Source: an optimization exercise on an open RTL-to-GDS flow (aim: small area, a short achievable clock period and few clock cycles). Production flows keep margins and buffers that such runs may drop.
Only simulation tests tie the RTL to the original design; equivalence was not proved.
Power and IR drop assume default switching activity.

===== design/flow/config.mk =====
export PLATFORM = sky130hd
export DESIGN_NAME = cpu
export DESIGN_NICKNAME = cpu
export VERILOG_FILES = /design/flow/design.v
export SDC_FILE = /design/flow/constraint.sdc
export NUM_CORES = 4
export LEC_CHECK = 0
export CAP_MARGIN = 20
export CORE_MARGIN = 2
export CORE_UTILIZATION = 40
export CTS_BUF_LIST = sky130_fd_sc_hd__clkbuf_8
export SETUP_SLACK_MARGIN = 2.0
export SLEW_MARGIN = 20
export SYNTH_HIERARCHICAL = 1
export SYNTH_MINIMUM_KEEP_SIZE = 0

===== design/flow/constraint.sdc =====
create_clock -name core_clock -period 5.5 [get_ports {clk}]
set_input_delay 1.1000 -clock core_clock [delete_from_list [all_inputs] [get_ports {clk}]]
set_output_delay 1.1000 -clock core_clock [all_outputs]
set_load 0.01 [all_outputs]

===== design/flow/design.v =====
module FSM_controller(reset, s, load, rep, w_nx, rep_nx, start);
    input reset, s, load, rep;
    output w_nx, rep_nx, start;
    assign w_nx = ~reset & ~(s & ~load);
    assign rep_nx = ~reset & s & ~load;
    assign start = ~reset & ((s & load) | rep);
endmodule
module ALU(g, t, ci, gsel, wc, cmp, creg, freg, res, out, f);
    input [15:0] g, t, creg;
    input ci, gsel, wc, cmp;
    input [2:0] freg;
    output [15:0] res, out;
    output [2:0] f;
    wire [15:0] c;
    carries cy(.g(g), .t(t), .ci(ci), .c(c));
    wire [15:0] x = t & ~g;
    wire [15:0] r0 = gsel ? g : x;
    wire [15:0] r1 = gsel ? g : ~x;
    csel16 sres(.c(c), .d0(r0), .d1(r1), .y(res));
    wire [15:0] o0 = wc ? r0 : creg;
    wire [15:0] o1 = wc ? r1 : creg;
    csel16 sout(.c(c), .d0(o0), .d1(o1), .y(out));
    wire z = cmp ? &x : freg[2];
    wire n0 = cmp ? x[15] : freg[1];
    wire n1 = cmp ? ~x[15] : freg[1];
    wire v00 = cmp ? (x[15] ^ x[7]) : freg[0];
    wire v11 = cmp ? ~(x[15] ^ x[7]) : freg[0];
    wire v0, v1, n, v;
    csel1 s0(.c(c[7]), .d0(v00), .d1(v11), .y(v0));    
    csel1 s1(.c(c[7]), .d0(v11), .d1(v00), .y(v1));    
    csel1 sn(.c(c[15]), .d0(n0), .d1(n1), .y(n));
    csel1 sv(.c(c[15]), .d0(v0), .d1(v1), .y(v));
    assign f = {z, n, v};
endmodule
module csel16(c, d0, d1, y);
    input [15:0] c, d0, d1;
    output [15:0] y;
    assign y = (c & d1) | (~c & d0);
endmodule
module csel1(c, d0, d1, y);
    input c, d0, d1;
    output y;
    assign y = (c & d1) | (~c & d0);
endmodule
module pfx_n(gh, th, gl, tl, ng, nt);
    input gh, th, gl, tl;
    output ng, nt;
    assign ng = ~(gh | (th & gl));
    assign nt = ~(th & tl);
endmodule
module pfx_p(ngh, nth, ngl, ntl, g, t);
    input ngh, nth, ngl, ntl;
    output g, t;
    assign g = ~(ngh & (nth | ngl));
    assign t = ~(nth | ntl);
endmodule
module carries(g, t, ci, c);
    input [15:0] g, t;
    input ci;
    output [15:0] c;
    wire [16:0] g0 = {g, ci};
    wire [16:0] t0 = {t, 1'b0};
    wire [16:0] g1, t1, g2, t2, g3, t3, g4, t4;    
    genvar i;
    generate
        for (i = 0; i < 17; i = i + 1) begin : l1
            if (i >= 1) begin : nd
                pfx_n u(.gh(g0[i]), .th(t0[i]), .gl(g0[i-1]), .tl(t0[i-1]), .ng(g1[i]), .nt(t1[i]));
            end else begin : pass
                assign g1[i] = ~g0[i];
                assign t1[i] = ~t0[i];
            end
        end
        for (i = 0; i < 17; i = i + 1) begin : l2
            if (i >= 2) begin : nd
                pfx_p u(.ngh(g1[i]), .nth(t1[i]), .ngl(g1[i-2]), .ntl(t1[i-2]), .g(g2[i]), .t(t2[i]));
            end else begin : pass
                assign g2[i] = ~g1[i];
                assign t2[i] = ~t1[i];
            end
        end
        for (i = 0; i < 17; i = i + 1) begin : l3
            if (i >= 4) begin : nd
                pfx_n u(.gh(g2[i]), .th(t2[i]), .gl(g2[i-4]), .tl(t2[i-4]), .ng(g3[i]), .nt(t3[i]));
            end else begin : pass
                assign g3[i] = ~g2[i];
                assign t3[i] = ~t2[i];
            end
        end
        for (i = 0; i < 17; i = i + 1) begin : l4
            if (i >= 8) begin : nd
                pfx_p u(.ngh(g3[i]), .nth(t3[i]), .ngl(g3[i-8]), .ntl(t3[i-8]), .g(g4[i]), .t(t4[i]));
            end else begin : pass
                assign g4[i] = ~g3[i];
                assign t4[i] = ~t3[i];
            end
        end
    endgenerate
    assign c = g4[15:0];
endmodule
module shifter (in, shift, sout);
    input [15:0] in;
    input [1:0] shift;
    output [15:0] sout;
    reg [15:0] sout;
    always @(*) begin
        case (shift)
            2'b00: sout = in;                   
            2'b01: sout = {in[14:0], 1'b0};     
            2'b10: sout = {1'b0, in[15:1]};     
            default: sout = {in[15], in[15:1]};  
        endcase
    end
endmodule
module regfile(we, wa, wd, r0, r1, r2, r3, r4, r5, r6, r7, n0, n1, n2, n3, n4, n5, n6, n7);
    input we;
    input [2:0] wa;
    input [15:0] wd;
    input [15:0] r0, r1, r2, r3, r4, r5, r6, r7;
    output [15:0] n0, n1, n2, n3, n4, n5, n6, n7;
    assign n0 = (we && wa == 3'd0) ? wd : r0;
    assign n1 = (we && wa == 3'd1) ? wd : r1;
    assign n2 = (we && wa == 3'd2) ? wd : r2;
    assign n3 = (we && wa == 3'd3) ? wd : r3;
    assign n4 = (we && wa == 3'd4) ? wd : r4;
    assign n5 = (we && wa == 3'd5) ? wd : r5;
    assign n6 = (we && wa == 3'd6) ? wd : r6;
    assign n7 = (we && wa == 3'd7) ? wd : r7;
endmodule
module readport(sel, d0, d1, d2, d3, d4, d5, d6, d7, q);
    input [2:0] sel;
    input [15:0] d0, d1, d2, d3, d4, d5, d6, d7;
    output [15:0] q;
    reg [15:0] q;
    always @(*) begin
        case (sel)
            3'd0: q = d0;
            3'd1: q = d1;
            3'd2: q = d2;
            3'd3: q = d3;
            3'd4: q = d4;
            3'd5: q = d5;
            3'd6: q = d6;
            default: q = d7;
        endcase
    end
endmodule
module instruction_decoder(ins, start, wr, wc, cmp, gsel, ci, aen, movi, inv, rd);
    input [15:0] ins;
    input start;
    output wr, wc, cmp, gsel, ci, aen, movi, inv;
    output [2:0] rd;
    wire [2:0] opcode = ins[15:13];
    wire [1:0] op = ins[12:11];
    wire alu  = (opcode == 3'b101);
    wire mov  = (opcode == 3'b110);
    wire movr = mov && (op == 2'b00);
    wire iscmp = alu && (op == 2'b01);
    assign movi = mov && (op == 2'b10);
    assign wr  = start & (movi | movr | (alu & ~iscmp));
    assign wc  = start & (movr | (alu & ~iscmp));
    assign cmp = start & iscmp;
    assign gsel = movi | (alu && (op == 2'b10));    
    assign ci  = iscmp;
    assign aen = alu && (op != 2'b11);    
    assign inv = alu && op[0];            
    assign rd = movi ? ins[10:8] : ins[7:5];
endmodule
module insmux(rep, in, ir, q);
    parameter n = 16;
    input rep;
    input [n-1:0] in, ir;
    output [n-1:0] q;
    assign q = rep ? ir : in;
endmodule
module datapath(a, b, imm, aen, movi, inv, g, t);
    input [15:0] a, b;
    input [7:0] imm;
    input aen, movi, inv;
    output [15:0] g, t;
    wire [15:0] am = a & {16{aen}};
    wire [15:0] bx = b ^ {16{inv}};
    wire [15:0] sx = {{8{imm[7]}}, imm} & {16{movi}};
    assign g = (am & bx) | sx;
    assign t = (am | bx) & {16{~movi}};
endmodule
module cpu(clk, reset, s, load, in, out, N, V, Z, w);
    input clk, reset, s, load;
    input [15:0] in;
    output [15:0] out;
    output N, V, Z, w;
    reg w, rep;
    reg [15:0] ir;
    wire w_nx, rep_nx, start;
    FSM_controller ctl(.reset(reset), .s(s), .load(load), .rep(rep),
                       .w_nx(w_nx), .rep_nx(rep_nx), .start(start));
    always @(posedge clk) begin
        w <= w_nx;
        rep <= rep_nx;
        if (load) ir <= in;
    end
    wire [15:0] ins;
    wire [2:0] rn, rm;
    wire [1:0] sh;
    insmux #(16) mi(.rep(rep), .in(in), .ir(ir), .q(ins));
    insmux #(3) mn(.rep(rep), .in(in[10:8]), .ir(ir[10:8]), .q(rn));
    insmux #(3) mm(.rep(rep), .in(in[2:0]), .ir(ir[2:0]), .q(rm));
    insmux #(2) ms(.rep(rep), .in(in[4:3]), .ir(ir[4:3]), .q(sh));
    wire wr1, wc1, cmp1, gsel1, ci1, aen, movi, inv;
    wire [2:0] rd1;
    instruction_decoder dec(.ins(ins), .start(start), .wr(wr1), .wc(wc1), .cmp(cmp1),
                            .gsel(gsel1), .ci(ci1), .aen(aen), .movi(movi), .inv(inv),
                            .rd(rd1));
    reg [15:0] r0, r1, r2, r3, r4, r5, r6, r7;
    wire [15:0] n0, n1, n2, n3, n4, n5, n6, n7;
    reg wr2;
    reg [2:0] rd2;
    wire [15:0] res;
    regfile rf(.we(wr2), .wa(rd2), .wd(res),
               .r0(r0), .r1(r1), .r2(r2), .r3(r3), .r4(r4), .r5(r5), .r6(r6), .r7(r7),
               .n0(n0), .n1(n1), .n2(n2), .n3(n3), .n4(n4), .n5(n5), .n6(n6), .n7(n7));
    always @(posedge clk) begin
        r0 <= n0; r1 <= n1; r2 <= n2; r3 <= n3;
        r4 <= n4; r5 <= n5; r6 <= n6; r7 <= n7;
    end
    wire [15:0] a, braw, b;
    readport pa(.sel(rn), .d0(n0), .d1(n1), .d2(n2), .d3(n3), .d4(n4), .d5(n5), .d6(n6), .d7(n7), .q(a));
    readport pb(.sel(rm), .d0(n0), .d1(n1), .d2(n2), .d3(n3), .d4(n4), .d5(n5), .d6(n6), .d7(n7), .q(braw));
    shifter shf(.in(braw), .shift(sh), .sout(b));
    wire [15:0] g1, t1;
    datapath dp(.a(a), .b(b), .imm(ins[7:0]), .aen(aen), .movi(movi), .inv(inv),
                .g(g1), .t(t1));
    reg [15:0] g2, t2, creg;
    reg ci2, wc2, cmp2, gsel2;
    reg [2:0] freg;
    wire [15:0] out_nx;
    wire [2:0] f_nx;
    always @(posedge clk) begin
        g2 <= g1;
        t2 <= t1;
        ci2 <= ci1;
        wr2 <= wr1;
        wc2 <= wc1;
        cmp2 <= cmp1;
        gsel2 <= gsel1;
        rd2 <= rd1;
        creg <= out_nx;
        freg <= f_nx;
    end
    ALU alu(.g(g2), .t(t2), .ci(ci2), .gsel(gsel2), .wc(wc2), .cmp(cmp2), .creg(creg), .freg(freg),
            .res(res), .out(out_nx), .f(f_nx));
    assign out = out_nx;
    assign {Z, N, V} = f_nx;
endmodule

===== design/flow/flow/run.sh =====
#!/bin/bash
# Standard synthesis, then the standard layout with port buffers of a
# stronger cell and sizing not held to each cell's footprint.
set -euo pipefail
bash standard.sh synth > synth.log 2>&1
bash standard.sh MATCH_CELL_FOOTPRINT=0 'BUFFER_PORTS_ARGS=-buffer_cell sky130_fd_sc_hd__buf_4' finish > layout.log 2>&1

===== design/flow/standard.sh =====
#!/bin/bash
# synth_recipe.tcl (not shown) runs the flow's synth.tcl, then flattens the netlist and writes it again
# the make line also repeats each setting of config.mk as NAME=value (left out here)
make -C /OpenROAD-flow-scripts/flow DESIGN_CONFIG=/design/flow/config.mk WORK_HOME=/design/flow/orfs CLKGATE_MAP_FILE= SYNTH_SCRIPT=/design/flow/synth_recipe.tcl "${@:-finish}"

==> results.yml, run 1 <==
worst_hold_path:
  holdPathStages: 2
  hold_end: "freg[2]$_DFF_P_"
  hold_class: "flip-flop to flip-flop"
  hp-start: "freg[2]$_DFF_P_"
cts:
  clkSinkCount: 205
  clk_latency_ns: 0.55
  cts_tree: "built"
  root_buffer: "clkbuf_8"
  cts_max_level: 2
  clock_path_buffers: 3
  cts_inserted_buffers: 38
  clkTransAtPathRegs_ns: 0.06
finish:
  nFillCells: 2720
  drive_gt1_share_pct: 36.83
  multi_input_area_um2: 6696
  antenna_cells: 0
  final_area_um2: 12670
  finish.utilization_pct: 45.36
  nets: 1169
  seqCellArea_um2: 4287
  syn_to_final_growth_pct: 10.97
status:
  status: "complete, no violations"
sta:
  fin_skew_ns: 0.03356
  hold_viol: 0
  relSlewSlack_pct: 27.23
  timing.hold.ws_ns: 0.4647
  period_needed_ns: 3.390
  fmax_ghz: 0.2950
  setup_viol: 0
  rsz0062_at_grt: "false"
  worst_slew_pin_slew_ns: 1.090
  drv_slew: 0
  fin_crit_sh_pct: 61.64
  finalSetupTns_ns: 0
setup_path:
  path_buf_inv: 2
  ff2ff_path_depth: 9
  cpMostUsedCell: "mux2_4"
  critical_path.cell_chain: "a21oi_2 > o21ai_4 > a21oi_4 > inv_2 > mux2_4 > mux2_4 > buf_4"
  cp_slowest_cell: "dfxtp_1"
  setup.worst_path.start: "g2[1]$_DFF_P_"
  worstPathRequired_ns: 4.40
  r2r_slack_ns: 2.18
  end_kind: "output pin"
  critical_path.max_fanout: 5
  crit_path_start_kind: "flip-flop"
  critPathArrivalTime_ns: 2.29
  r2r_start: "rd2[0]$_DFF_P_"
  crit_type: "flip-flop to output pin"
  max_stage_delay_ns: 0.36
  timing.rr.end: "g2[0]$_DFF_P_"
  crit_family: "compound AO/OA/AOI/OAI gates"
routing:
  drc: 0
  drtIter0Drc: 600
  routed_wl_um: 30760
  first_pass_iters: 5
  wl_per_cell_um: 19.83
  ant_nets: 0
  via_per_inst: 5.643
  via_count: 8753
power_and_ir_drop:
  vdd_ir_drop_max_mv: 0.2995
  p_leak_uw: 0.004862
  p_per_area_nw_per_um2: 350.5
place:
  dpl_cell_area_um2: 11720
  dp.final_hpwl_um: 21560
  io_buffer_count: 39
  place_congestion: 0.8593
die:
  num_rows: 61
  core-area_um2: 27930
  die-area_um2: 29910
  die_y_um: 173.0
  initial_core_util_pct: 40.88
  io_pins: 40
  die_w_um: 173.0
grt:
  grt_overflow: 0
  grt_pass1_wl_um: 47830
  antenna_found_initial: 0
  gr-usage-all-layers_pct: 19.95
  grt_max_degree: 34
  grt_pass1_vias: 8599
logic_synthesis:
  synth_fp_nets: 1155
  syn_inst: 1135
  syn_area_um2: 11420
  avgSynthCellArea_um2: 10.06
  synth-warning-count: 9
flow_run:
  cap_viol_max_count: 0
[what timing repair did]
item / 4_1_cts / 5_1_grt
buffers inserted: 0 / 7
gates resized for setup: 9 / 42
setup endpoints to repair: 49 / 41
cloned: 1 / 0
pin swaps: 0 / 7
hold buffers: 0 / 0
[layout make-up]
| type | instances | share of cell area [%] |
|---|---|---|
| clock buffer | 45 | 4.888 |
| clock inverter | 19 | 0.6912 |
| inverter | 14 | 0.4444 |
| multi-input combinational | 832 | 52.85 |
| sequential | 205 | 33.83 |
| tap | 378 | 3.733 |
| timing repair buffer | 57 | 3.505 |
| timing repair inverter | 1 | 0.05925 |
[stage by stage]
stage               power (uW)  worst slack (ns)  cells
floorplan                 2716             2.559   1135
global placement          3045             1.611   1479
detailed placement        3065             1.556   1479
CTS                       4457             1.915   1544
global route              4665             2.003   1551
finish                    4442             2.110   1551
[registers in the layout, summed over array words and instances, names as in the netlist, 3 cells and up]
name	count
t2	16
rd2	3
r1	16
r0	16
r4	16
g2	16
r6	16
ir	16
freg	3
r7	16
r2	16
r5	16
r3	16
creg	16
[power by group]
part / total [uW] / internal (uW) / switching (uW)
clock network: 1370 / 739 / 635
logic: 1250 / 602 / 650
registers: 1820 / 1710 / 105
[cell usage in the layout, fill, tap and decap left out, types with 18 or more instances in the layout]
cell      instances
a21oi_1          70
a21oi_2          24
mux2_4           62
mux2i_1          23
o22a_1           24
o21ai_2          18
buf_4            55
inv_1            25
mux2_2          140
clkbuf_8         45
a221oi_1         44
a22oi_1          24
nand2_1         124
o21ai_0          30
nor2_1           66
o21ai_1          31
dfxtp_1         175
[layer usage]
metal | global-route usage [%] | wire length [um]
met1 | 26.81 | 14360
met4 | 8.157 | 959
met5 | 0 | 0
met2 | 31.75 | 13940
met3 | 3.430 | 1501
[worst max-delay path by stage]
stage,to,depth (start not counted)
after CTS,out[15],5
after floorplan,t2[14]$_DFF_P_,11
after global placement,t2[12]$_DFF_P_,10
after detailed placement,t2[12]$_DFF_P_,10
final,V,7
after global routing,V,7
[tightest hold or removal path: cells and delay by family (launching register included)]
kind             cells  cell delay [ns]
AND/OR/NAND/NOR      1             0.06
flip-flops           1             0.30
AO/OA/AOI/OAI        1             0.07
Testbench counts, summed over its fixed seeds: cycles 6,000.
==> run 2: changes to the inputs <==
--- a/design/flow/config.mk
+++ b/design/flow/config.mk
@@ -10,4 +10,6 @@
 export CORE_UTILIZATION = 40
 export CTS_BUF_LIST = sky130_fd_sc_hd__clkbuf_8
+export CTS_CLUSTER_DIAMETER = 50
+export CTS_CLUSTER_SIZE = 16
 export SETUP_SLACK_MARGIN = 2.0
 export SLEW_MARGIN = 20
==> run 2 against run 1 <==
Still clean on timing, DRC and antenna. Worst hold slack about the same. Fmax down 0.50%. Register-to-register slack about the same. Global-route usage down 0.33 points. Sequential share of layout area up 0.32 points. Power down 3.1%. Non-clock buffer count up 1. Largest power group unchanged.
==> results.yml, run 2 <==
status:
  status: "complete, no violations"
die:
  core-area_um2: 27930
  io_pins: 40
  die_w_um: 173.0
  die-area_um2: 29910
  initial_core_util_pct: 40.88
  die_y_um: 173.0
  num_rows: 61
finish:
  final_common_cell: "dfxtp_1"
  layout_common_cells: "174 x dfxtp_1, 140 x mux2_2, 126 x nand2_1"
  drive_gt1_share_pct: 36.70
  nFillCells: 2701
  antenna_cells: 0
  stdcell_count: 1536
  multi_input_area_um2: 6679
  syn_to_final_growth_pct: 10.01
  seqCellArea_um2: 4290
  nets: 1158
grt:
  grt_pass1_vias: 8423
  antenna_found_initial: 0
  grt_max_degree: 34
  grt_pass1_wl_um: 47330
  gr-usage-all-layers_pct: 19.62
  grt_overflow: 0
logic_synthesis:
  synth_fp_nets: 1155
  syn_inst: 1135
  avgSynthCellArea_um2: 10.06
  syn_area_um2: 11420
  synth-warning-count: 9
setup_path:
  critical_path.cell_chain: "a21oi_4 > o21ai_4 > a21oi_4 > inv_2 > mux2_4 > mux2_4 > buf_4"
  critPathArrivalTime_ns: 2.31
  max_stage_delay_ns: 0.39
  crit_path_start_kind: "flip-flop"
  cp_slowest_cell: "dfxtp_1"
  ff2ff_path_depth: 9
  worstPathRequired_ns: 4.40
  critical_path.max_fanout: 5
  end_kind: "output pin"
  crit_type: "flip-flop to output pin"
sta:
  period_needed_ns: 3.407
  hold_viol: 0
  fin_crit_sh_pct: 61.95
  setup_viol: 0
  worst_slew_pin_slew_ns: 1.061
  drv_slew: 0
  relSlewSlack_pct: 29.17
  fmax_ghz: 0.2935
  finalSetupTns_ns: 0
  fin_skew_ns: 0.03665
  rsz0062_at_grt: "true"
place:
  dpl.cell_count: 1479
  io_buffer_count: 39
  place_congestion: 0.8593
  dp.final_hpwl_um: 21560
cts:
  clkTransAtPathRegs_ns: 0.08
  clock_path_buffers: 3
  cts_max_level: 1
  clkSinkCount: 205
  cts_inserted_buffers: 26
  holdBufCountCts: 0
  clk_latency_ns: 0.58
  cts_tree: "built"
  root_buffer: "clkbuf_8"
routing:
  via_count: 8697
  ant_nets: 0
  routed_wl_um: 30580
  drc: 0
  via_per_inst: 5.662
  wl_per_cell_um: 19.91
  first_pass_iters: 7
  drtIter0Drc: 691
worst_hold_path:
  holdPathStages: 2
  hold_class: "flip-flop to flip-flop"
power_and_ir_drop:
  power_uw: 4302
  p_per_area_nw_per_um2: 342.5
  p_leak_uw: 0.004769
  vdd_ir_drop_max_mv: 0.2107
flow_run:
  cap_viol_max_count: 0
## run 2: layout make-up
| class | instances | share of cell area, % |
|---|---|---|
| clock buffers | 32 | 3.506 |
| clock inverters | 16 | 1.185 |
| inverters | 14 | 0.4482 |
| multi-input cells | 832 | 53.17 |
| flip-flops and latches | 205 | 34.15 |
| well taps | 378 | 3.765 |
| repair buffers | 58 | 3.715 |
| repair inverters | 1 | 0.05976 |
## run 2: metrics by stage
stage | cell area, um2 | utilization (%) | hold WS, ns | setup WS [ns]
6_report | 12560 | 44.97 | 0.4649 | 2.093
5_1_grt | 12560 | 44.97 | 0.4904 | 1.990
4_1_cts | 12340 | 44.16 | 0.4605 | 1.883
3_5_place_dp | 11720 | 41.94 | 0.4393 | 1.556
3_3_place_gp | 11720 | 41.94 | 0.4355 | 1.611
2_1_floorplan | 11420 | - | 0.4498 | 2.559
## run 2: final timing paths
path,startpoint,end,slack (ns)
max,g2[1]$_DFF_P_,V,2.09
min,freg[2]$_DFF_P_,freg[2]$_DFF_P_,0.46
max reg2reg,rd2[0]$_DFF_P_,g2[0]$_DFF_P_,2.17
min reg2reg,freg[2]$_DFF_P_,freg[2]$_DFF_P_,0.46
## run 2: worst max-delay path, delay by kind of cell (launching register included)
family	cells	cell delay (ns)
AOI/OAI and AO/OA	3	0.54
buffers and inverters	2	0.25
DFF	1	0.39
muxes	2	0.58
## run 2: repair_timing
action / CTS / global route
endpoints found under the setup margin: 50 / 45
pin swaps: 0 / 6
resized for setup: 8 / 39
setup buffers: 0 / 8
gates cloned: 1 / 0
## run 2: metal layers
metal / vias to the layer above / track usage (%) / part of all wire, %
li1: 4148 / - / -
met3: 44 / 2.551 / 5.3
met4: 0 / 6.144 / 2.5
met1: 4212 / 27.10 / 47
met2: 293 / 31.85 / 45
met5: - / 0 / 0
## run 2: power by group
group	leakage (uW)	switching [uW]	internal (uW)	total (uW)
sequential	0.00171	104	1710	1810
clock	0.000305	640	602	1240
combinational	0.00276	646	602	1250
total	0.00477	1390	2910	4300
==> run 3: changes to the inputs <==
--- a/design/flow/config.mk
+++ b/design/flow/config.mk
@@ -12,5 +12,5 @@
 export CTS_CLUSTER_DIAMETER = 50
 export CTS_CLUSTER_SIZE = 16
-export SETUP_SLACK_MARGIN = 2.0
+export SETUP_SLACK_MARGIN = 2.2
 export SLEW_MARGIN = 20
 export SYNTH_HIERARCHICAL = 1
==> run 3 against run 2 <==
Still clean on timing, DRC and antenna. First-iteration DRC count increased by 4.1%. Worst hold slack gained 0.021 ns. Sequential power about the same. Sequential cell count unchanged. Die area unchanged. Non-clock buffer count increased by 17. Critical path type unchanged. Highest routed layer unchanged.
==> results.yml, run 3 <==
status:
  status: "complete, no violations"
sta:
  relSlewSlack_pct: 29.07
  worst_slew_pin_slew_ns: 1.060
  setup_viol: 0
  fmax_ghz: 0.3031
  drv_slew: 0
  timing.hold.ws_ns: 0.4858
  fin_skew_ns: 0.03649
  hold_viol: 0
  period_needed_ns: 3.299
  rsz0062_at_grt: "true"
  finalSetupTns_ns: 0
  fin_crit_sh_pct: 59.99
flow_run:
  cap_viol_max_count: 0
power_and_ir_drop:
  p_per_area_nw_per_um2: 334.5
  vdd_ir_drop_max_mv: 0.2198
  p_leak_uw: 0.004945
  power_uw: 4364
cts:
  clkSinkCount: 205
  cts_tree: "built"
  clock_path_buffers: 3
  holdBufCountCts: 0
  clk_latency_ns: 0.58
  cts_max_level: 1
  root_buffer: "clkbuf_8"
  clkTransAtPathRegs_ns: 0.07
  cts_inserted_buffers: 26
routing:
  drtIter0Drc: 719
  wl_per_cell_um: 20.06
  via_count: 8902
  via_per_inst: 5.732
  routed_wl_um: 31150
  ant_nets: 0
  first_pass_iters: 5
  drc: 0
worst_hold_path:
  hold_class: "flip-flop to flip-flop"
  holdPathStages: 2
  hold_end: "freg[2]$_DFF_P_"
  hp-start: "freg[2]$_DFF_P_"
finish:
  syn_to_final_growth_pct: 14.26
  stdcell_count: 1553
  layout_common_cells: "158 x dfxtp_1, 139 x mux2_2, 118 x nand2_1"
  nets: 1175
  drive_gt1_share_pct: 41.62
  nFillCells: 2634
  final_common_cell: "dfxtp_1"
  antenna_cells: 0
logic_synthesis:
  syn_area_um2: 11420
  syn_inst: 1135
  avgSynthCellArea_um2: 10.06
  synth-warning-count: 9
  synth_fp_nets: 1155
grt:
  grt_pass1_vias: 8559
  grt_max_degree: 34
  gr-usage-all-layers_pct: 19.89
  grt_pass1_wl_um: 47900
  grt_overflow: 0
  antenna_found_initial: 0
setup_path:
  r2r_slack_ns: 2.34
  end_kind: "output pin"
  r2r_start: "g2[0]$_DFF_P_"
  worstPathRequired_ns: 4.40
  critPathArrivalTime_ns: 2.20
  timing.rr.end: "g2[7]$_DFF_P_"
  crit_type: "flip-flop to output pin"
  critical_path.max_fanout: 6
  crit_path_start_kind: "flip-flop"
  ff2ff_path_depth: 14
place:
  dpl.cell_count: 1479
  io_buffer_count: 39
  dp.final_hpwl_um: 21560
  place_congestion: 0.8593
die:
  die-area_um2: 29910
  core-area_um2: 27930
  initial_core_util_pct: 40.88
  die_w_um: 173.0
  die_y_um: 173.0
  io_pins: 40
  num_rows: 61
## run 3: area by class of cell
cell class | instances | area [um2] | share of cell area [%]
tap | 378 | 473.0 | 3.625
sequential | 205 | 4328 | 33.17
timing repair inverter | 1 | 7.507 | 0.05754
timing repair buffer | 75 | 618.1 | 4.738
clock buffer | 32 | 440.4 | 3.376
multi-input combinational | 832 | 6968 | 53.41
inverter | 14 | 62.56 | 0.4795
clock inverter | 16 | 148.9 | 1.141
## run 3: worst max-delay path, cell delays in order (launching register included)
cell and delay, ns:
dfxtp_4 0.38, a21oi_4 0.21, o21ai_4 0.10, a21oi_4 0.20, inv_4 0.06, mux2_4 0.29
mux2_4 0.28, buf_6 0.12
## run 3: metal layers
layer / GRT usage, % / routed length, um / vias to the layer above / part of all wire [%]
met5: 0 / 0 / - / 0
met4: 6.391 / 845 / 0 / 2.7
met3: 2.551 / 1700 / 48 / 5.5
met2: 32.27 / 14300 / 300 / 46
met1: 27.47 / 14300 / 4366 / 46
li1: - / - / 4188 / -
## run 3: stage by stage
step	instance area [um2]	util (%)	worst slack, ns
floorplan	11420	-	2.559
global placement	11720	41.94	1.611
detailed placement	11720	41.94	1.556
CTS	12610	45.13	2.164
global route	13050	46.70	2.140
finish	13050	46.70	2.201
## run 3: timing repair
| item | CTS | global route |
|---|---|---|
| buffers inserted | 12 | 13 |
| endpoints found under the setup margin | 51 | 46 |
| gates cloned | 1 | 0 |
| pin swaps | 8 | 28 |
| resized for setup | 56 | 82 |
## run 3: worst max-delay path by stage
stage,startpoint,to,slack (ns),cells past startpoint
floorplan,in[1],t2[14]$_DFF_P_,2.56,11
global placement,in[1],t2[12]$_DFF_P_,1.61,10
detailed placement,in[1],t2[12]$_DFF_P_,1.56,10
CTS,gsel2$_DFF_P_,out[15],2.16,5
global route,t2[4]$_DFF_P_,V,2.14,7
finish,t2[4]$_DFF_P_,V,2.20,7
## run 3: power by group
part           leakage, uW  total [uW]  internal [uW]  switching, uW
Combinational      0.00293        1300            628            669
Clock             0.000305        1240            602            640
Sequential         0.00171        1820           1710            112
==> run 4: changes to the inputs <==
--- a/design/flow/config.mk
+++ b/design/flow/config.mk
@@ -12,5 +12,5 @@
 export CTS_CLUSTER_DIAMETER = 50
 export CTS_CLUSTER_SIZE = 16
-export SETUP_SLACK_MARGIN = 2.2
+export SETUP_SLACK_MARGIN = 2.3
 export SLEW_MARGIN = 20
 export SYNTH_HIERARCHICAL = 1
==> run 4 against run 3 <==
Global-route usage grew 0.24 points. Sequential cell count unchanged. Non-clock buffer count rose by 6. Via count decreased by 0.53%. Sequential power is essentially flat. Fmax up 0.45%. Die area unchanged. Final cell count rose by 0.39%. Combinational power is essentially flat. Clock-buffer cell count unchanged. Wire length increased by 0.79%.
==> results.yml, run 4 <==
routing:
  first_pass_iters: 5
  drtIter0Drc: 741
  ant_nets: 0
  wl_per_cell_um: 20.14
  drc: 0
  via_per_inst: 5.680
  routed_wl_um: 31390
  via_count: 8855
cts:
  root_buffer: "clkbuf_8"
  clkSinkCount: 205
  clkTransAtPathRegs_ns: 0.07
  clock_path_buffers: 3
  clk_latency_ns: 0.58
  cts_tree: "built"
  cts_inserted_buffers: 26
  cts_max_level: 1
setup_path:
  path_buf_inv: 3
  end_kind: "output pin"
  crit_type: "flip-flop to output pin"
  worstSetupEndpoint: "out[11]"
  r2r_slack_ns: 2.32
  timing.rr.end: "g2[7]$_DFF_P_"
  critical_path.max_fanout: 5
  max_stage_delay_ns: 0.39
  setup.worst_path.start: "t2[1]$_DFF_P_"
  critPathArrivalTime_ns: 2.18
  crit_path_start_kind: "flip-flop"
  crit_family: "compound AO/OA/AOI/OAI gates"
  cp_slowest_cell: "dfxtp_4"
  r2r_start: "g2[0]$_DFF_P_"
  worstPathRequired_ns: 4.40
  ff2ff_path_depth: 14
  path_depth: 7
  critical_path.cell_chain: "nand2_2 > o21ai_4 > buf_4 > inv_1 > o21ai_4 > mux2_4 > buf_4"
sta:
  fin_skew_ns: 0.04025
  period_needed_ns: 3.285
  hold_viol: 0
  worst_slew_pin_slew_ns: 1.055
  setup_viol: 0
  relSlewSlack_pct: 29.57
  fin_crit_sh_pct: 59.72
  finalSetupTns_ns: 0
  fmax_ghz: 0.3045
  rsz0062_at_grt: "true"
  drv_slew: 0
finish:
  nFillCells: 2625
  antenna_cells: 0
  drive_gt1_share_pct: 43.10
  final_common_cell: "dfxtp_1"
  nets: 1181
  layout_common_cells: "153 x dfxtp_1, 137 x mux2_2, 117 x nand2_1"
  syn_to_final_growth_pct: 15.52
flow_run:
  cap_viol_max_count: 0
place:
  dp.final_hpwl_um: 21560
  place_congestion: 0.8593
  io_buffer_count: 39
die:
  num_rows: 61
  core-area_um2: 27930
  initial_core_util_pct: 40.88
  io_pins: 40
  die_y_um: 173.0
  die-area_um2: 29910
  die_w_um: 173.0
grt:
  gr-usage-all-layers_pct: 20.13
  antenna_found_initial: 0
  grt_overflow: 0
  grt_pass1_vias: 8670
  grt_max_degree: 34
  grt_pass1_wl_um: 48480
power_and_ir_drop:
  p_leak_uw: 0.005009
  vdd_ir_drop_max_mv: 0.2190
  power_uw: 4389
  p_per_area_nw_per_um2: 332.8
status:
  status: "complete, no violations"
logic_synthesis:
  avgSynthCellArea_um2: 10.06
  syn_inst: 1135
  synth_fp_nets: 1155
  synth-warning-count: 9
  syn_area_um2: 11420
worst_hold_path:
  hold_class: "flip-flop to flip-flop"
==> run 4: cell type report <==
cell class                 count  area [um2]  area share (%)
clock inverter                16       148.9           1.129
multi-input combinational    832        7029           53.29
timing repair inverter         1       7.507         0.05691
tap                          378       473.0           3.586
inverter                      14       58.81          0.4458
clock buffer                  32       440.4           3.339
sequential                   205        4357           33.03
timing repair buffer          81       675.6           5.122
==> run 4: worst min path at each step <==
stage | start | end | slack [ns] | cells past startpoint
after floorplan | r0[6]$_DFF_P_ | r0[6]$_DFF_P_ | 0.45 | 1
after global placement | freg[2]$_DFF_P_ | freg[2]$_DFF_P_ | 0.44 | 2
after detailed placement | freg[2]$_DFF_P_ | freg[2]$_DFF_P_ | 0.44 | 2
after CTS | r0[6]$_DFF_P_ | r0[6]$_DFF_P_ | 0.48 | 1
after global routing | r7[0]$_DFF_P_ | r7[0]$_DFF_P_ | 0.51 | 1
final | freg[2]$_DFF_P_ | freg[2]$_DFF_P_ | 0.49 | 2
==> run 4: per-layer routing <==
layer | wire length [um] | up-vias | track usage [%]
met5 | 0 | - | 0
met2 | 14320 | 308 | 32.55
met1 | 14450 | 4298 | 27.90
met4 | 903 | 0 | 6.886
li1 | - | 4199 | -
met3 | 1722 | 50 | 2.287
==> run 4: through the flow <==
stage | hold WS, ns | std cells | setup slack [ns] | area (um2) | utilization [%]
2_1_floorplan | 0.4498 | 1135 | 2.559 | 11420 | -
3_3_place_gp | 0.4355 | 1479 | 1.611 | 11720 | 41.94
3_5_place_dp | 0.4393 | 1479 | 1.556 | 11720 | 41.94
4_1_cts | 0.4808 | 1553 | 2.182 | 12900 | 46.17
5_1_grt | 0.5094 | 1559 | 2.146 | 13190 | 47.22
6_report | 0.4885 | 1559 | 2.216 | 13190 | 47.22
==> run 4: repair_timing <==
item | CTS | global route
pin swaps | 21 | 29
hold buffers | 0 | 0
endpoints found under the setup margin | 51 | 51
cloned | 1 | 0
hold endpoints to repair | 0 | 0
resized for setup | 106 | 62
buffers inserted | 25 | 6
==> run 4: worst register-to-register path, cell delays in order (launching register included) <==
cell and delay [ns]:
dfxtp_4 0.37, a21oi_4 0.20, o21ai_4 0.11, a21oi_4 0.24
inv_2 0.06, mux2_4 0.36, mux2_4 0.30, nor2b_4 0.13
a211oi_2 0.17, a211oi_2 0.06, o32a_1 0.46, mux2i_1 0.17
o21ai_1 0.11, xnor2_1 0.22, o21ai_1 0.10
==> run 4: power breakdown <==
group | switching [uW] | internal [uW]
Clock | 637 | 602
Sequential | 112 | 1710
Combinational | 681 | 643
Total | 1430 | 2960
==> run 5: changes to the inputs <==
--- a/design/flow/config.mk
+++ b/design/flow/config.mk
@@ -9,8 +9,7 @@
 export CORE_MARGIN = 2
 export CORE_UTILIZATION = 40
-export CTS_BUF_LIST = sky130_fd_sc_hd__clkbuf_8
-export CTS_CLUSTER_DIAMETER = 50
-export CTS_CLUSTER_SIZE = 16
-export SETUP_SLACK_MARGIN = 2.3
+export CTS_CLUSTER_DIAMETER = 60
+export CTS_CLUSTER_SIZE = 24
+export SETUP_SLACK_MARGIN = 2.0
 export SLEW_MARGIN = 20
 export SYNTH_HIERARCHICAL = 1
==> run 5 against run 4 <==
Synthesized area unchanged. Sequential share of layout area up 0.60 points. Via count down 1.4%. Critical endpoint is now V. Clock-buffer cell count decreased by 7. Synthesized cell count unchanged. Critical path type unchanged. Highest routed layer unchanged. Worst hold slack got worse by 0.024 ns. Clock skew down 0.015 ns. First-iteration DRC count shrank 6.1%. Global-route usage is 0.43 points lower. Still clean. Non-clock buffer count down 25.
==> results.yml, run 5 <==
setup_path:
  cp_slowest_cell: "dfxtp_1"
  critical_path.cell_chain: "nor2b_1 > xor2_1 > mux2_2 > mux2_4 > mux2_4 > buf_4"
  crit_type: "flip-flop to output pin"
  critical_path.max_fanout: 5
  crit_path_start_kind: "flip-flop"
  critPathArrivalTime_ns: 2.30
  crit_family: "multiplexers"
  end_kind: "output pin"
  path_buf_inv: 1
  max_stage_delay_ns: 0.36
  cpMostUsedCell: "mux2_4"
  worstPathRequired_ns: 4.40
finish:
  drive_gt1_share_pct: 36.09
  layout_common_cells: "178 x dfxtp_1, 140 x mux2_2, 125 x nand2_1"
  nFillCells: 2683
  syn_to_final_growth_pct: 11.54
  final_common_cell: "dfxtp_1"
  finish.utilization_pct: 45.59
  nets: 1153
routing:
  wl_per_cell_um: 19.99
  drtIter0Drc: 696
  ant_nets: 0
  via_per_inst: 5.712
  drc: 0
  via_count: 8734
  first_pass_iters: 5
  routed_wl_um: 30560
cts:
  clkTransAtPathRegs_ns: 0.06
  holdBufCountCts: 0
  cts_max_level: 1
  cts_tree: "built"
  clock_path_buffers: 3
  cts_inserted_buffers: 23
  clkSinkCount: 205
  clk_latency_ns: 0.53
  root_buffer: "clkbuf_16"
sta:
  fmax_ghz: 0.2945
  timing.hold.ws_ns: 0.4649
  relSlewSlack_pct: 27.86
  layout_setup_ws_ns: 2.104
  worst_slew_pin_slew_ns: 1.081
  fin_crit_sh_pct: 61.75
  period_needed_ns: 3.396
  finalSetupTns_ns: 0
  rsz0062_at_grt: "true"
  drv_slew: 0
  fin_skew_ns: 0.02560
  hold_viol: 0
  setup_viol: 0
power_and_ir_drop:
  p_per_area_nw_per_um2: 365.4
  power_frac_comb_pct: 26.8
  switchingPower_uw: 1492
  p_leak_uw: 0.004829
  vdd_ir_drop_max_mv: 0.2635
  clockPowerShare_pct: 34.2
  sw_frac_of_total_pct: 32.06
  p_int_uw: 3161
  seq_power_share_pct: 39.0
grt:
  grt_overflow: 0
  grt_pass1_vias: 8434
  grt_max_degree: 34
  antenna_found_initial: 0
  grt_pass1_wl_um: 47420
  gr-usage-all-layers_pct: 19.70
die:
  core-area_um2: 27930
  die-area_um2: 29910
  die_w_um: 173.0
  initial_core_util_pct: 40.88
  die_y_um: 173.0
  num_rows: 61
  io_pins: 40
status:
  status: "complete, no violations"
flow_run:
  cap_viol_max_count: 0
worst_hold_path:
  hold_class: "flip-flop to flip-flop"
logic_synthesis:
  syn_inst: 1135
  synth-warning-count: 9
  synth_fp_nets: 1155
  syn_area_um2: 11420
  avgSynthCellArea_um2: 10.06
place:
  io_buffer_count: 39
  dpl_worst_slack_ns: 1.556
  dp.final_hpwl_um: 21560
  place_congestion: 0.8593
run 5: per-stage QoR:
stage	total power (uW)	cell area, um2	std cells
global placement	3045	11720	1479
global route	4862	12730	1528
finish	4653	12740	1529
CTS	4661	12540	1522
detailed placement	3065	11720	1479
floorplan	2716	11420	1135
run 5: power groups by stage:
| stage | clock (uW) | combinational (uW) | sequential, uW |
|---|---|---|---|
| global route | 1680 | 1350 | 1840 |
| global placement | 0 | 1210 | 1840 |
| detailed placement | 0 | 1230 | 1840 |
| floorplan | 0 | 914 | 1800 |
| finish | 1590 | 1250 | 1810 |
| CTS | 1620 | 1230 | 1810 |
run 5: worst reg2reg max path, cell delays in order, from the launching register on:
cell,delay [ns]
dfxtp_1,0.39
a21oi_2,0.22
o21ai_2,0.11
a21oi_4,0.17
inv_1,0.10
mux2_4,0.38
mux2_4,0.30
nor2b_1,0.13
a211oi_1,0.23
a211oi_1,0.09
o32a_1,0.45
mux2i_1,0.18
o21ai_1,0.10
xnor2_1,0.22
a21oi_1,0.09
run 5: path summary, 6_finish.rpt:
path,endpoint,slack [ns],cells after the start,startpoint
setup / recovery,V,2.10,6,t2[15]$_DFF_P_
hold / removal,freg[2]$_DFF_P_,0.46,2,freg[2]$_DFF_P_
setup reg to reg,t2[7]$_DFF_P_,2.20,14,g2[4]$_DFF_P_
hold reg to reg,freg[2]$_DFF_P_,0.46,2,freg[2]$_DFF_P_
run 5: repair_timing:
item	4_1_cts	5_1_grt
endpoints found under the setup margin	44	39
cloned	1	0
pin swaps	0	6
setup buffers	0	6
resized for setup	7	36
hold endpoints to repair	0	0
run 5: layout make-up:
cell class                      instances  area (um2)  share of cell area, %
Clock inverter                         17       200.2                  1.572
Inverter                               14       56.30                 0.4421
Antenna cell                            1       2.502                0.01965
Timing Repair Buffer                   56       436.7                  3.429
Sequential cell                       205        4283                  33.63
Multi-Input combinational cell        832        6673                  52.39
Clock buffer                           25       604.3                  4.745
Timing Repair inverter                  1       7.507                0.05894
Tap cell                              378       473.0                  3.714
run 5: routing by layer:
metal	share of wire (%)	vias to the layer above	GRT usage, %
met3	4.9	63	2.353
li1	-	4145	-
met4	2.7	0	5.685
met1	46	4260	27.06
met2	46	266	32.57
met5	0	-	0
==> run 6: changes to the inputs <==
--- a/design/flow/config.mk
+++ b/design/flow/config.mk
@@ -6,9 +6,8 @@
 export NUM_CORES = 4
 export LEC_CHECK = 0
+export ABC_AREA = 1
 export CAP_MARGIN = 20
 export CORE_MARGIN = 2
 export CORE_UTILIZATION = 40
-export CTS_CLUSTER_DIAMETER = 60
-export CTS_CLUSTER_SIZE = 24
 export SETUP_SLACK_MARGIN = 2.0
 export SLEW_MARGIN = 20
==> run 6 against run 5 <==
Clock power grew 6%. Synthesized cell count up 79%. Worst setup slack gained 0.065 ns. Non-clock buffer count rose by 9. Critical endpoint unchanged. Via count grew 46%. Sequential power decreased by 9%. Worst hold slack lost 0.0040 ns. Critical path type unchanged. Sequential share of layout area down 2.6 points. Largest power group is now clock.
==> results.yml, run 6 <==
status:
  status: "complete, no violations"
die:
  die_w_um: 182.1
  core-area_um2: 31390
  die-area_um2: 33150
  io_pins: 40
  num_rows: 65
  initial_core_util_pct: 40.40
  die_y_um: 182.1
sta:
  fmax_ghz: 0.3002
  period_needed_ns: 3.331
  fin_skew_ns: 0.01598
  finalSetupTns_ns: 0
  worst_slew_pin_slew_ns: 1.033
  drv_slew: 0
  timing.hold.ws_ns: 0.4609
  hold_viol: 0
  relSlewSlack_pct: 31.15
  rsz0062_at_grt: "true"
  fin_crit_sh_pct: 60.56
  setup_viol: 0
cts:
  cts_max_level: 1
  clkSinkCount: 205
  clk_latency_ns: 0.54
  root_buffer: "clkbuf_16"
  clock_path_buffers: 3
  cts_inserted_buffers: 26
  cts_tree: "built"
  clkTransAtPathRegs_ns: 0.06
place:
  dp.final_hpwl_um: 28130
  io_buffer_count: 39
  place_congestion: 0.9044
  dpl_cell_area_um2: 12860
setup_path:
  r2r_slack_ns: 2.28
  end_kind: "output pin"
  critical_path.cell_chain: "a21oi_2 > o21ai_2 > a21oi_2 > inv_1 > inv_1 > nand2_1 > nand2_1 > nand2_1 > nand2_1 > buf_4"
  crit_type: "flip-flop to output pin"
  crit_path_start_kind: "flip-flop"
  critical_path.max_fanout: 8
  critPathArrivalTime_ns: 2.23
  path_buf_inv: 3
  worstPathRequired_ns: 4.40
  cpMostUsedCell: "nand2_1"
  max_stage_delay_ns: 0.37
  crit_family: "compound AO/OA/AOI/OAI gates"
  cp_slowest_cell: "dfxtp_2"
power_and_ir_drop:
  power_uw: 3972
  p_per_area_nw_per_um2: 288.7
  p_leak_uw: 0.006616
  vdd_ir_drop_max_mv: 0.2175
logic_synthesis:
  avgSynthCellArea_um2: 6.235
  synth_fp_nets: 2054
  synth-warning-count: 9
  syn_area_um2: 12680
  syn_inst: 2034
routing:
  wl_per_cell_um: 16.68
  first_pass_iters: 6
  drtIter0Drc: 1083
  routed_wl_um: 40240
  drc: 0
  via_count: 12770
  ant_nets: 0
  via_per_inst: 5.294
finish:
  final_common_cell: "nand2_1"
  syn_to_final_growth_pct: 8.485
  drive_gt1_share_pct: 12.59
  nFillCells: 3340
  final_area_um2: 13760
  nets: 2010
  layout_common_cells: "873 x nand2_1, 186 x dfxtp_1, 179 x nand3_1"
  finish.utilization_pct: 43.83
grt:
  grt_overflow: 0
  grt_max_degree: 65
  grt_pass1_wl_um: 64450
  gr-usage-all-layers_pct: 24.16
  antenna_found_initial: 1
  grt_pass1_vias: 11740
flow_run:
  cap_viol_max_count: 0
worst_hold_path:
  hold_class: "flip-flop to flip-flop"
-- run 6: power breakdown --
part	leakage (uW)	total [uW]	internal, uW	switching [uW]
clock network	0.000419	1680	994	683
logic	0.00451	652	206	445
registers	0.00169	1640	1600	44.9
total	0.00662	3970	2800	1170
-- run 6: worst paths after layout --
| check | startpoint | end | depth (start not counted) |
|---|---|---|---|
| worst max-delay path | ci2$_DFF_P_ | V | 10 |
| worst min-delay path | freg[2]$_DFF_P_ | freg[2]$_DFF_P_ | 2 |
| worst max register to register | rep$_DFF_P_ | t2[11]$_DFF_P_ | 14 |
| worst min register to register | freg[2]$_DFF_P_ | freg[2]$_DFF_P_ | 2 |
-- run 6: area by class of cell --
| class | instances | area [um2] | share of cell area [%] |
|---|---|---|---|
| multi-input cells | 1504 | 6932 | 50.38 |
| flip-flops and latches | 205 | 4270 | 31.04 |
| clock buffers | 34 | 742.0 | 5.393 |
| inverters | 188 | 721.9 | 5.247 |
| well taps | 402 | 503.0 | 3.656 |
| repair buffers | 65 | 488.0 | 3.547 |
| clock inverters | 13 | 98.84 | 0.7184 |
| diodes | 1 | 2.502 | 0.01819 |
-- run 6: per-layer routing --
metal,GRT usage (%),part of all wire [%],vias up
met3,3.891,7.4,80
met1,34.17,46,5803
li1,-,-,6419
met4,7.968,3.0,0
met5,0,0,-
met2,37.53,43,466
-- run 6: timing repair --
| item | in CTS | in global routing |
|---|---|---|
| pin swaps | 0 | 1 |
| resized for setup | 2 | 10 |
| hold buffers | 0 | 0 |
| endpoints found under the setup margin | 7 | 35 |
| setup buffers | 0 | 3 |
-- run 6: worst min-delay path, cell delays in order, from the launching register on --
cell     delay, ns
dfxtp_1       0.31
nand2_1       0.05
nand2_1       0.07
-- run 6: per-stage QoR --
stage               std cells  setup slack (ns)
global route             2411             1.979
global placement         2361             1.824
detailed placement       2361             1.771
floorplan                2034             2.971
CTS                      2408             2.053
finish                   2412             2.169
==> run 7: changes to the inputs <==
--- a/design/flow/config.mk
+++ b/design/flow/config.mk
@@ -10,5 +10,5 @@
 export CORE_MARGIN = 2
 export CORE_UTILIZATION = 40
-export SETUP_SLACK_MARGIN = 2.0
+export SETUP_SLACK_MARGIN = 2.4
 export SLEW_MARGIN = 20
 export SYNTH_HIERARCHICAL = 1
==> run 7 against run 6 <==
Critical endpoint unchanged. Wire length grew 2.6%. Fmax up 6.7%. Non-clock buffer count rose by 11. Critical path depth down 2. Synthesized area is the same. Largest cell class unchanged. Synthesized cell count unchanged. Highest routed layer unchanged. Die area did not move. Sequential share of layout area down 0.65 points. Via count is 1.7% higher. Clock-buffer cell count unchanged. Clock skew increased by 0.00099 ns.
==> results.yml, run 7 <==
sta:
  worst_slew_pin_slew_ns: 0.7298
  fin_skew_ns: 0.01697
  period_needed_ns: 3.121
  hold_viol: 0
  finalSetupTns_ns: 0
  drv_slew: 0
  rsz0062_at_grt: "true"
  fin_crit_sh_pct: 56.75
  fmax_ghz: 0.3204
  relSlewSlack_pct: 51.23
  setup_viol: 0
finish:
  nFillCells: 3279
  seqCellArea_um2: 4314
  nets: 2022
  finish.utilization_pct: 45.22
  final_common_cell: "nand2_1"
  drive_gt1_share_pct: 16.28
  multi_input_area_um2: 7166
  final_area_um2: 14200
  stdcell_count: 2424
  syn_to_final_growth_pct: 11.94
  layout_common_cells: "851 x nand2_1, 179 x nand3_1, 167 x inv_1"
grt:
  grt_pass1_wl_um: 65330
  grt_pass1_vias: 11810
  grt_overflow: 0
  grt_max_degree: 65
  gr-usage-all-layers_pct: 24.50
  antenna_found_initial: 1
power_and_ir_drop:
  power_uw: 3995
  vdd_ir_drop_max_mv: 0.2178
  p_per_area_nw_per_um2: 281.4
  p_leak_uw: 0.006753
setup_path:
  end_kind: "output pin"
  crit_path_start_kind: "flip-flop"
  critical_path.max_fanout: 8
  crit_type: "flip-flop to output pin"
  critPathArrivalTime_ns: 2.02
  worstPathRequired_ns: 4.40
logic_synthesis:
  syn_area_um2: 12680
  synth-warning-count: 9
  avgSynthCellArea_um2: 6.235
  synth_fp_nets: 2054
  syn_inst: 2034
status:
  status: "complete, no violations"
routing:
  via_per_inst: 5.355
  wl_per_cell_um: 17.03
  via_count: 12980
  ant_nets: 0
  first_pass_iters: 6
  drc: 0
  drtIter0Drc: 1108
  routed_wl_um: 41280
die:
  die-area_um2: 33150
  initial_core_util_pct: 40.40
  core-area_um2: 31390
  io_pins: 40
  die_y_um: 182.1
  num_rows: 65
  die_w_um: 182.1
place:
  dpl_cell_area_um2: 12860
  place_congestion: 0.9044
  dp.final_hpwl_um: 28130
  io_buffer_count: 39
  dpl.cell_count: 2361
flow_run:
  cap_viol_max_count: 0
cts:
  cts_inserted_buffers: 26
  clkTransAtPathRegs_ns: 0.06
  holdBufCountCts: 0
  cts_max_level: 1
  clk_latency_ns: 0.54
  clock_path_buffers: 3
  cts_tree: "built"
  clkSinkCount: 205
  root_buffer: "clkbuf_16"
worst_hold_path:
  hold_class: "flip-flop to flip-flop"
[run 7: path summary, 6_finish.rpt]
path	startpoint	to	slack [ns]	cells past startpoint
setup / recovery	t2[4]$_DFF_P_	V	2.38	8
hold / removal	freg[2]$_DFF_P_	freg[2]$_DFF_P_	0.46	2
setup reg to reg	t2[4]$_DFF_P_	t2[15]$_DFF_P_	2.57	19
hold reg to reg	freg[2]$_DFF_P_	freg[2]$_DFF_P_	0.46	2
[run 7: report_power, final]
| group | internal (uW) | switching, uW | leakage [uW] |
|---|---|---|---|
| clock network | 994 | 684 | 0.000419 |
| registers | 1600 | 43.3 | 0.00170 |
| logic | 218 | 458 | 0.00463 |
| total | 2810 | 1190 | 0.00675 |
[run 7: layer usage]
| metal | wire [um] | vias to the layer above | track usage, % |
|---|---|---|---|
| li1 | - | 6448 | - |
| met3 | 3162 | 97 | 3.812 |
| met1 | 18800 | 5933 | 34.77 |
| met5 | 0 | - | 0 |
| met2 | 17940 | 502 | 38.35 |
| met4 | 1375 | 0 | 7.387 |
[run 7: area by class of cell]
cell class	instances	share of cell area (%)
multi-input cells	1504	50.48
flip-flops and latches	205	30.39
diodes	1	0.01763
inverters	188	5.174
clock inverters	13	0.6963
repair buffers	76	4.442
repair inverters	1	0.03525
well taps	402	3.543
clock buffers	34	5.227
[run 7: through the flow]
stage,worst slack (ns),hold slack (ns)
2_1_floorplan,2.971,0.4353
3_3_place_gp,1.824,0.4425
3_5_place_dp,1.771,0.4462
4_1_cts,2.402,0.4634
5_1_grt,2.299,0.4884
6_report,2.379,0.4606
[run 7: repair_timing]
item | CTS | global route
gates cloned | 0 | 1
setup buffers | 6 | 8
resized for setup | 50 | 67
pin swaps | 9 | 9
endpoints found under the setup margin | 50 | 48
[run 7: worst max-delay path, cell delays in order, from the launching register on]
cell,delay (ns)
dfxtp_2,0.42
nand2_2,0.14
nor2_4,0.15
a21oi_4,0.10
o21ai_4,0.31
inv_1,0.07
nand2_1,0.08
nand2_2,0.07
buf_6,0.13
==> run 8: changes to the inputs <==
--- a/design/flow/config.mk
+++ b/design/flow/config.mk
@@ -6,9 +6,10 @@
 export NUM_CORES = 4
 export LEC_CHECK = 0
-export ABC_AREA = 1
 export CAP_MARGIN = 20
 export CORE_MARGIN = 2
-export CORE_UTILIZATION = 40
-export SETUP_SLACK_MARGIN = 2.4
+export CORE_UTILIZATION = 55
+export CTS_CLUSTER_DIAMETER = 120
+export CTS_CLUSTER_SIZE = 25
+export SETUP_SLACK_MARGIN = 2.0
 export SLEW_MARGIN = 20
 export SYNTH_HIERARCHICAL = 1
==> run 8 against run 7 <==
Core utilization grew 14 points. Synthesized area is 10% lower. Largest power group is now registers. Synthesized cell count down 44%. Still clean. Non-clock buffer count shrank 22.
==> results.yml, run 8 <==
sta:
  fin_skew_ns: 0.02942
  fmax_ghz: 0.2944
  drv_slew: 0
  timing.hold.ws_ns: 0.4609
  hold_viol: 0
  fin_crit_sh_pct: 61.77
  period_needed_ns: 3.397
  worst_slew_pin_slew_ns: 1.106
  relSlewSlack_pct: 26.16
  setup_viol: 0
  rsz0062_at_grt: "true"
  finalSetupTns_ns: 0
grt:
  antenna_found_initial: 0
  grt_overflow: 0
  grt_pass1_vias: 8208
  grt_pass1_wl_um: 46710
  gr-usage-all-layers_pct: 26.97
  grt_max_degree: 46
routing:
  ant_nets: 0
  routed_wl_um: 29710
  via_count: 8597
  first_pass_iters: 5
  drc: 0
  via_per_inst: 6.180
  drtIter0Drc: 629
  wl_per_cell_um: 21.36
place:
  dpl.cell_count: 1368
  io_buffer_count: 39
  dp.final_hpwl_um: 20930
  place_congestion: 0.8644
cts:
  root_buffer: "clkbuf_16"
  clkSinkCount: 205
  holdBufCountCts: 0
  cts_max_level: 1
  cts_inserted_buffers: 12
  clock_path_buffers: 3
  clkTransAtPathRegs_ns: 0.10
  clk_latency_ns: 0.49
  cts_tree: "built"
setup_path:
  max_stage_delay_ns: 0.45
  critPathArrivalTime_ns: 2.30
  crit_family: "multiplexers"
  worstPathRequired_ns: 4.40
  end_kind: "output pin"
  crit_path_start_kind: "flip-flop"
  path_buf_inv: 2
  critical_path.max_fanout: 4
  cp_slowest_cell: "dfxtp_1"
  critical_path.cell_chain: "a21oi_4 > o21ai_4 > a21oi_4 > inv_2 > mux2_4 > mux2_4 > buf_4"
  crit_type: "flip-flop to output pin"
die:
  num_rows: 52
  die_w_um: 148.1
  io_pins: 40
  die-area_um2: 21930
  initial_core_util_pct: 56.25
  die_y_um: 148.1
  core-area_um2: 20300
finish:
  antenna_cells: 0
  nets: 1139
  nFillCells: 1857
  drive_gt1_share_pct: 33.90
  stdcell_count: 1391
  finish.utilization_pct: 59.52
  syn_to_final_growth_pct: 5.818
  layout_common_cells: "174 x dfxtp_1, 139 x mux2_2, 127 x nand2_1"
  final_common_cell: "dfxtp_1"
logic_synthesis:
  synth_fp_nets: 1155
  avgSynthCellArea_um2: 10.06
  syn_inst: 1135
  synth-warning-count: 9
  syn_area_um2: 11420
power_and_ir_drop:
  vdd_ir_drop_max_mv: 0.2750
  p_per_area_nw_per_um2: 330.5
  p_leak_uw: 0.004609
flow_run:
  cap_viol_max_count: 0
status:
  status: "complete, no violations"
worst_hold_path:
  hold_class: "flip-flop to flip-flop"
==> run 8: cell count changes in the layout (fill, tap and decap cells not counted), moves of 28 or more <==
cell,change
nand2_2,-47
nor2_1,-35
nand3_1,-178
inv_1,-154
o21ai_2,-28
nand4_1,-160
a221oi_1,+44
mux2_4,+63
nand2_1,-724
a21oi_1,+66
mux2_2,+139
==> run 8: final cells by class <==
class,instances,area [um2],share of cell area (%)
multi-input combinational,832,6638,54.93
sequential,205,4285,35.47
timing repair buffer,54,416.7,3.448
tap,270,337.8,2.796
clock buffer,15,332.8,2.754
inverter,14,52.55,0.4349
clock inverter,1,20.02,0.1657
==> run 8: report_power, final <==
group | leakage [uW] | total [uW] | switching, uW | internal [uW]
Sequential | 0.00170 | 1810 | 101 | 1710
Clock | 0.000172 | 956 | 516 | 440
Combinational | 0.00273 | 1230 | 632 | 596
==> run 8: per-stage QoR <==
| stage | power, uW | setup slack (ns) | cell area (um2) |
|---|---|---|---|
| 3_5_place_dp | 3047 | 1.422 | 11560 |
| 6_report | 3993 | 2.103 | 12080 |
| 3_3_place_gp | 3028 | 1.448 | 11560 |
| 2_1_floorplan | 2716 | 2.559 | 11420 |
| 4_1_cts | 4006 | 2.001 | 11960 |
| 5_1_grt | 4202 | 1.987 | 12080 |
==> run 8: final timing paths <==
check	from	slack, ns	cells after the start	end
hold / removal	freg[2]$_DFF_P_	0.46	2	freg[2]$_DFF_P_
setup reg to reg	t2[0]$_DFF_P_	2.18	14	t2[6]$_DFF_P_
hold reg to reg	freg[2]$_DFF_P_	0.46	2	freg[2]$_DFF_P_
setup / recovery	t2[0]$_DFF_P_	2.10	7	V
==> run 8: layer usage <==
layer	wire, um	track usage [%]
met1	13610	38.36
met2	13590	42.69
met3	1403	2.699
met4	1098	9.952
met5	0	0
==> run 8: repair_timing <==
item	4_1_cts	5_1_grt
setup buffers	2	4
setup endpoints to repair	43	34
gates resized for setup	10	24
pin swaps	0	5
==> run 8: tightest hold or removal path, stage by stage (launching register included) <==
cell     delay, ns
dfxtp_1       0.32
nand2_1       0.05
o41ai_2       0.06
==> run 9: changes to the inputs <==
--- a/design/flow/config.mk
+++ b/design/flow/config.mk
@@ -8,5 +8,5 @@
 export CAP_MARGIN = 20
 export CORE_MARGIN = 2
-export CORE_UTILIZATION = 55
+export CORE_UTILIZATION = 40
 export CTS_CLUSTER_DIAMETER = 120
 export CTS_CLUSTER_SIZE = 25
==> run 9 against run 8 <==
Cell area is 1.6% higher. Sequential cell count unchanged. Register-to-register slack about the same. Sequential share of layout area shrank 0.55 points. Critical endpoint is now out[15]. Largest cell class unchanged.
==> results.yml, run 9 <==
cts:
  cts_tree: "built"
  root_buffer: "clkbuf_16"
  clkTransAtPathRegs_ns: 0.09
  cts_inserted_buffers: 12
  holdBufCountCts: 0
  clk_latency_ns: 0.49
  clkSinkCount: 205
  clock_path_buffers: 3
  cts_max_level: 1
sta:
  period_needed_ns: 3.382
  fin_skew_ns: 0.02782
  fmax_ghz: 0.2957
  relSlewSlack_pct: 28.30
  layout_setup_ws_ns: 2.118
  drv_slew: 0
  worst_slew_pin_slew_ns: 1.074
  setup_viol: 0
  fin_crit_sh_pct: 61.49
  finalSetupTns_ns: 0
  hold_viol: 0
  rsz0062_at_grt: "true"
die:
  die-area_um2: 29910
  die_w_um: 173.0
  initial_core_util_pct: 40.88
  core-area_um2: 27930
  io_pins: 40
  num_rows: 61
  die_y_um: 173.0
place:
  place_congestion: 0.8593
  dpl_worst_slack_ns: 1.556
  dp.final_hpwl_um: 21560
  io_buffer_count: 39
routing:
  routed_wl_um: 30350
  ant_nets: 0
  first_pass_iters: 5
  via_per_inst: 5.730
  via_count: 8618
  wl_per_cell_um: 20.18
  drtIter0Drc: 708
  drc: 0
finish:
  antenna_cells: 0
  syn_to_final_growth_pct: 7.495
  final_common_cell: "dfxtp_1"
  layout_common_cells: "176 x dfxtp_1, 140 x mux2_2, 125 x nand2_1"
  drive_gt1_share_pct: 34.81
  nets: 1143
grt:
  gr-usage-all-layers_pct: 19.58
  grt_max_degree: 34
  grt_overflow: 0
  grt_pass1_wl_um: 47130
  grt_pass1_vias: 8319
  antenna_found_initial: 0
setup_path:
  cpMostUsedCell: "buf_4"
  critPathArrivalTime_ns: 2.28
  path_buf_inv: 2
  end_kind: "output pin"
  critical_path.cell_chain: "buf_4 > mux2_2 > o21ba_2 > mux2_4 > buf_4"
  critical_path.max_fanout: 26
  worstPathRequired_ns: 4.40
  cp_slowest_cell: "dfxtp_4"
  crit_path_start_kind: "flip-flop"
  max_stage_delay_ns: 0.52
  crit_type: "flip-flop to output pin"
  crit_family: "multiplexers"
logic_synthesis:
  synth-warning-count: 9
  syn_inst: 1135
  syn_area_um2: 11420
  synth_fp_nets: 1155
  avgSynthCellArea_um2: 10.06
flow_run:
  cap_viol_max_count: 0
power_and_ir_drop:
  p_per_area_nw_per_um2: 327.4
  vdd_ir_drop_max_mv: 0.2509
  p_leak_uw: 0.004599
status:
  status: "complete, no violations"
worst_hold_path:
  hold_class: "flip-flop to flip-flop"
-- run 9: cell type report --
| class | instances | area [um2] |
|---|---|---|
| repair buffers | 57 | 427.9 |
| fillers | 2727 | 15660 |
| multi-input cells | 832 | 6666 |
| flip-flops and latches | 205 | 4285 |
| inverters | 14 | 56.30 |
| repair inverters | 1 | 7.507 |
| clock inverters | 2 | 25.02 |
| clock buffers | 15 | 332.8 |
| well taps | 378 | 473.0 |
-- run 9: where the power goes --
part           switching, uW  internal [uW]  leakage (uW)  total [uW]
combinational            647            599       0.00272        1250
clock                    521            441      0.000174         962
sequential               104           1710       0.00170        1810
-- run 9: stage by stage --
stage | util [%] | total power [uW] | hold WS, ns | area (um2) | cells
floorplan | - | 2716 | 0.4498 | 11420 | 1135
finish | 43.94 | 4019 | 0.4691 | 12270 | 1504
detailed placement | 41.94 | 3065 | 0.4393 | 11720 | 1479
global placement | 41.94 | 3045 | 0.4355 | 11720 | 1479
global route | 43.94 | 4222 | 0.4945 | 12270 | 1504
CTS | 43.31 | 4027 | 0.4651 | 12100 | 1497
-- run 9: tightest hold or removal path, stage by stage (launching register included) --
cell	delay (ns)
dfxtp_1	0.31
nand2_1	0.06
o41ai_2	0.07
-- run 9: what timing repair did --
action / 4_1_cts / 5_1_grt
pin swaps: 0 / 7
setup endpoints to repair: 43 / 36
resized for setup: 6 / 37
setup buffers: 0 / 7
gates cloned: 1 / 0
-- run 9: metal layers --
layer  routed length (um)  track usage [%]
met3                 1520            2.419
met5                    0                0
met2                13860            31.85
met4                  767            5.897
met1                14200            27.16
-- run 9: path summary, 6_finish.rpt --
check / start / to / slack [ns] / cells after the start
min reg2reg: freg[2]$_DFF_P_ / freg[2]$_DFF_P_ / 0.47 / 2
min: freg[2]$_DFF_P_ / freg[2]$_DFF_P_ / 0.47 / 2
max: gsel2$_DFF_P_ / out[15] / 2.12 / 5
max reg2reg: rep$_DFF_P_ / t2[12]$_DFF_P_ / 2.18 / 9

==> afterwards: timing with drivers on the ports <==
The results above use ideal ports. As a check the final layouts listed here were re-extracted and re-timed, cells and wires unchanged.
Step 1 sets driving cells, clkbuf_16 on the clock port and buf_2 on the other inputs (assumed; they add their load-dependent delay and slew).
Step 2 adds t to the input delays and takes it off the output delays; t is the mean of the earliest and latest rising clock arrival at the registers after step 1. Input paths then give back, and output paths get back, about the clock's delay inside the block.
a / b / c = no drivers / after step 1 / after step 2; a / b = the first two.
| run | shift t [ns] | slack for setup (ns) | worst hold slack (ns) | latest minus earliest clock arrival (ns) | worst register clock-pin slew, ns |
|---|---|---|---|---|---|
| run 1 | 0.576 | 2.110 / 2.067 / 1.687 | 0.465 / 0.465 / 0.465 | 0.033 / 0.034 | 0.06 / 0.06 |
| run 2 | 0.603 | 2.093 / 2.049 / 1.663 | 0.465 / 0.465 / 0.465 | 0.043 / 0.043 | 0.09 / 0.09 |
| run 3 | 0.603 | 2.201 / 2.156 / 1.817 | 0.486 / 0.486 / 0.486 | 0.043 / 0.042 | 0.10 / 0.10 |
| run 4 | 0.599 | 2.215 / 2.174 / 1.820 | 0.489 / 0.489 / 0.489 | 0.046 / 0.047 | 0.09 / 0.09 |
| run 5 | 0.566 | 2.104 / 2.057 / 1.722 | 0.465 / 0.465 / 0.465 | 0.031 / 0.031 | 0.09 / 0.09 |
| run 6 | 0.581 | 2.169 / 2.118 / 1.734 | 0.461 / 0.461 / 0.461 | 0.016 / 0.016 | 0.06 / 0.06 |
| run 7 | 0.581 | 2.379 / 2.326 / 2.135 | 0.461 / 0.461 / 0.461 | 0.017 / 0.017 | 0.06 / 0.06 |
| run 8 | 0.524 | 2.103 / 2.055 / 1.701 | 0.461 / 0.461 / 0.461 | 0.031 / 0.032 | 0.11 / 0.11 |
| run 9 | 0.521 | 2.118 / 2.069 / 1.677 | 0.469 / 0.469 / 0.469 | 0.028 / 0.028 | 0.11 / 0.11 |
After both steps setup and hold are still met in every run listed. For run 9, which loses most, drivers alone change the setup slack by -0.049 ns; drivers and shift together by -0.441 ns.
